This design comes from an exercise in tuning for small area, a short achievable clock period and few clock cycles per item on the open sky130 flow, not from production work. Where RTL was checked, it was by simulation tests only, not by an equivalence proof against the original.

==> inputs of v16 <==
## mult
module mult(
  input  reset,
  input  clk,
  input  [31:0] a_in,
  input  [31:0] b_in,
  input  start,
  output logic [63:0] product,
  output logic done);
clock: 3.5 ns
lec_check: 0
cap_margin: 20
core_margin: 2
core_utilization: 60
gpl_timing_driven: 0
place_density: 0.75
setup_slack_margin: 0.1
slew_margin: 20
synth_hierarchical: 1
standard.sh (not shown) runs the stock make flow with config.mk's settings and CLKGATE_MAP_FILE= SYNTH_SCRIPT=/design/flow/synth_recipe.tcl, a recipe that flattens the netlist after the stock synthesis.
==> flow/flow/run.sh <==
#!/bin/bash
set -euo pipefail
export BUFFER_PORTS_ARGS="-buffer_cell sky130_fd_sc_hd__buf_2"
bash standard.sh > standard_flow.log 2>&1
==> inputs of v10, as changes to v16 <==
--- a/flow/design.v
+++ b/flow/design.v
@@ -7,16 +7,19 @@
   mult_ao u_a3 (.s(s), .x(x2), .e(en), .y(neg));
 endmodule
 module mult_enc(input x2, input x1, input x0, output one, output two);
   logic t;
   mult_x2 u_one (.a(x1), .b(x0), .y(one));
   mult_xn2 u_t (.a(x2), .b(x1), .y(t));
   mult_nor2 u_two (.a(one), .b(t), .y(two));
 endmodule
+module mult_and2(input a, input b, output y);
+  assign y = a & b;
+endmodule
 module mult_xn2(input a, input b, output y);
   assign y = ~(a ^ b);
 endmodule
 module mult_nor2(input a, input b, output y);
   assign y = ~(a | b);
 endmodule
 module mult_ao(input s, input x, input e, output y);
   assign y = e | (s & x);
@@ -172,17 +175,19 @@
   assign pp4[32:17] = (({1'b0, a_in[31:17]} & {16{one4[1]}}) | ({a_in[31:16]} & {16{two4[1]}})) ^ {16{neg4[1]}};
   assign pp5[16:0]  = (({a_in[16:0]} & {17{one5[0]}}) | ({a_in[15:0], 1'b0} & {17{two5[0]}})) ^ {17{neg5[0]}};
   assign pp5[32:17] = (({1'b0, a_in[31:17]} & {16{one5[1]}}) | ({a_in[31:16]} & {16{two5[1]}})) ^ {16{neg5[1]}};
   logic [63:0] sh_s, sh_c, init_s;
   assign sh_s = {s_reg[51:0], 12'b0};
   assign sh_c = {c_reg[51:0], 12'b0};
   assign init_s = 64'h0000005555555600;
   logic [63:0] c_init;
-  assign c_init = {24'b0, a_in & {32{b_in[31]}}, 8'b0};
+  logic b31s;
+  mult_and2 u_b31 (.a(start), .b(b_in[31]), .y(b31s));
+  assign c_init = {24'b0, a_in & {32{b31s}}, 8'b0};
   assign accs = start ? init_s : sh_s;
   assign accc = start ? c_init : sh_c;
   logic t1, t2;
   logic t3, t4;
   logic t5, t6;
   logic t7, t8;
   logic t9, t10;
   logic t11, t12;
==> summary.txt <==
item                                                                              v16             v10
Largest net degree at the start of global routing                                  32              33
Flip-flop and latch share of the layout cell area                              0.1629          0.1614
Number of multi-input logic gates                                               1,454           1,455
Non-Filler Instances                                                            2,399           2,395
Router iterations before antenna repair                                             6               5
Initial detailed-routing violation count                                          991           1,190
Fmax                                                                        292.2 MHz       288.4 MHz
Outcome                                                                finished clean  finished clean
Post-Route Hold Slack                                                        50.94 ps        23.40 ps
Setup slack of the worst register-to-register path                             180 ps          220 ps
Fin Clk Skew                                                                 21.02 ps        23.19 ps
Horiz. Die Dim                                                               172.5 um        172.5 um
Weighted congestion at the end of routability-driven global placement          0.9941          0.9836
Function was not checked in any run of this note: the RTL went through the layout flow alone.

* * *

==> inputs of build 80 <==
Another version of the RTL of mult (not shown whole).
==> module mult_enc, before the edit <==
module mult_enc(input x2, input x1, input x0, output one, output two);
  assign one = x1 ^ x0;
  assign two = (x2 & ~x1 & ~x0) | (~x2 & x1 & x0);
endmodule
export LEC_CHECK = 0
export CAP_MARGIN = 20
export CORE_MARGIN = 2
export CORE_UTILIZATION = 60
export GPL_TIMING_DRIVEN = 0
export PLACE_DENSITY = 0.75
export SETUP_SLACK_MARGIN = 0.05
export SLEW_MARGIN = 20
export SYNTH_HIERARCHICAL = 1
create_clock -name core_clock -period 3.5 [get_ports {clk}]
Scripts as last shown in full above: flow/flow/run.sh
==> inputs of build 20, as changes to build 80 <==
--- a/flow/design.v
+++ b/flow/design.v
@@ -7,8 +7,16 @@
   mult_ao u_a3 (.s(s), .x(x2), .e(en), .y(neg));
 endmodule
 module mult_enc(input x2, input x1, input x0, output one, output two);
-  assign one = x1 ^ x0;
-  assign two = (x2 & ~x1 & ~x0) | (~x2 & x1 & x0);
+  logic t;
+  mult_x2 u_one (.a(x1), .b(x0), .y(one));
+  mult_xn2 u_t (.a(x2), .b(x1), .y(t));
+  mult_nor2 u_two (.a(one), .b(t), .y(two));
+endmodule
+module mult_xn2(input a, input b, output y);
+  assign y = ~(a ^ b);
+endmodule
+module mult_nor2(input a, input b, output y);
+  assign y = ~(a | b);
 endmodule
 module mult_ao(input s, input x, input e, output y);
   assign y = e | (s & x);
--- a/flow/config.mk
+++ b/flow/config.mk
@@ -10,6 +10,6 @@
 export CORE_UTILIZATION = 60
 export GPL_TIMING_DRIVEN = 0
 export PLACE_DENSITY = 0.75
-export SETUP_SLACK_MARGIN = 0.05
+export SETUP_SLACK_MARGIN = 0.2
 export SLEW_MARGIN = 20
 export SYNTH_HIERARCHICAL = 1
==> comparison <==
Build 80 finished clean. Build 20 finished with timing, DRC and antenna clean. Global-route usage: build 20 is higher than build 80 (0.36 points). Of build 80 and build 20, build 80 has the higher clock skew (gap 0.0034 ns). Count of clock-buffer cells in the layout is the same in build 80 and build 20.
Testbench counts of build 80, summed over its fixed seeds: cycles 9,600, items 2,400.
Testbench counts of build 20, summed over its fixed seeds: cycles 9,600, items 2,400.

what the ideal ports hide:
No port has a modelled driver above. Below, the same layouts with a new extraction and two added sets of constraints. Step 1, drivers: a clkbuf_16 drives clk and a buf_2 each remaining input, both assumed. Step 2 also shifts input and output timing later by t, the mid clock arrival at the registers, as if the neighbouring blocks saw the same clock. Slacks: ideal / step 1 / step 2; pairs: ideal / step 1.
| run | t (ns) | setup slack, ns | hold slack, ns | cell pins on the clock port's net |
|---|---|---|---|---|
| v16 | 0.485 | 0.078 / 0.024 / -0.352 | 0.051 / 0.017 / 0.430 | 1 |
| v10 | 0.488 | 0.033 / -0.017 / -0.302 | 0.023 / -0.004 / 0.433 | 1 |
| build 80 | 0.483 | 0.064 / 0.027 / -0.389 | 0.032 / 0.005 / 0.444 | 1 |
| build 20 | 0.486 | 0.081 / 0.028 / -0.333 | 0.039 / 0.007 / 0.458 | 1 |
With both steps, setup timing fails in every run listed, where it was met with ideal ports. The setup slack of build 80, which loses most, moves by -0.037 ns with the drivers and by -0.453 ns with both steps.
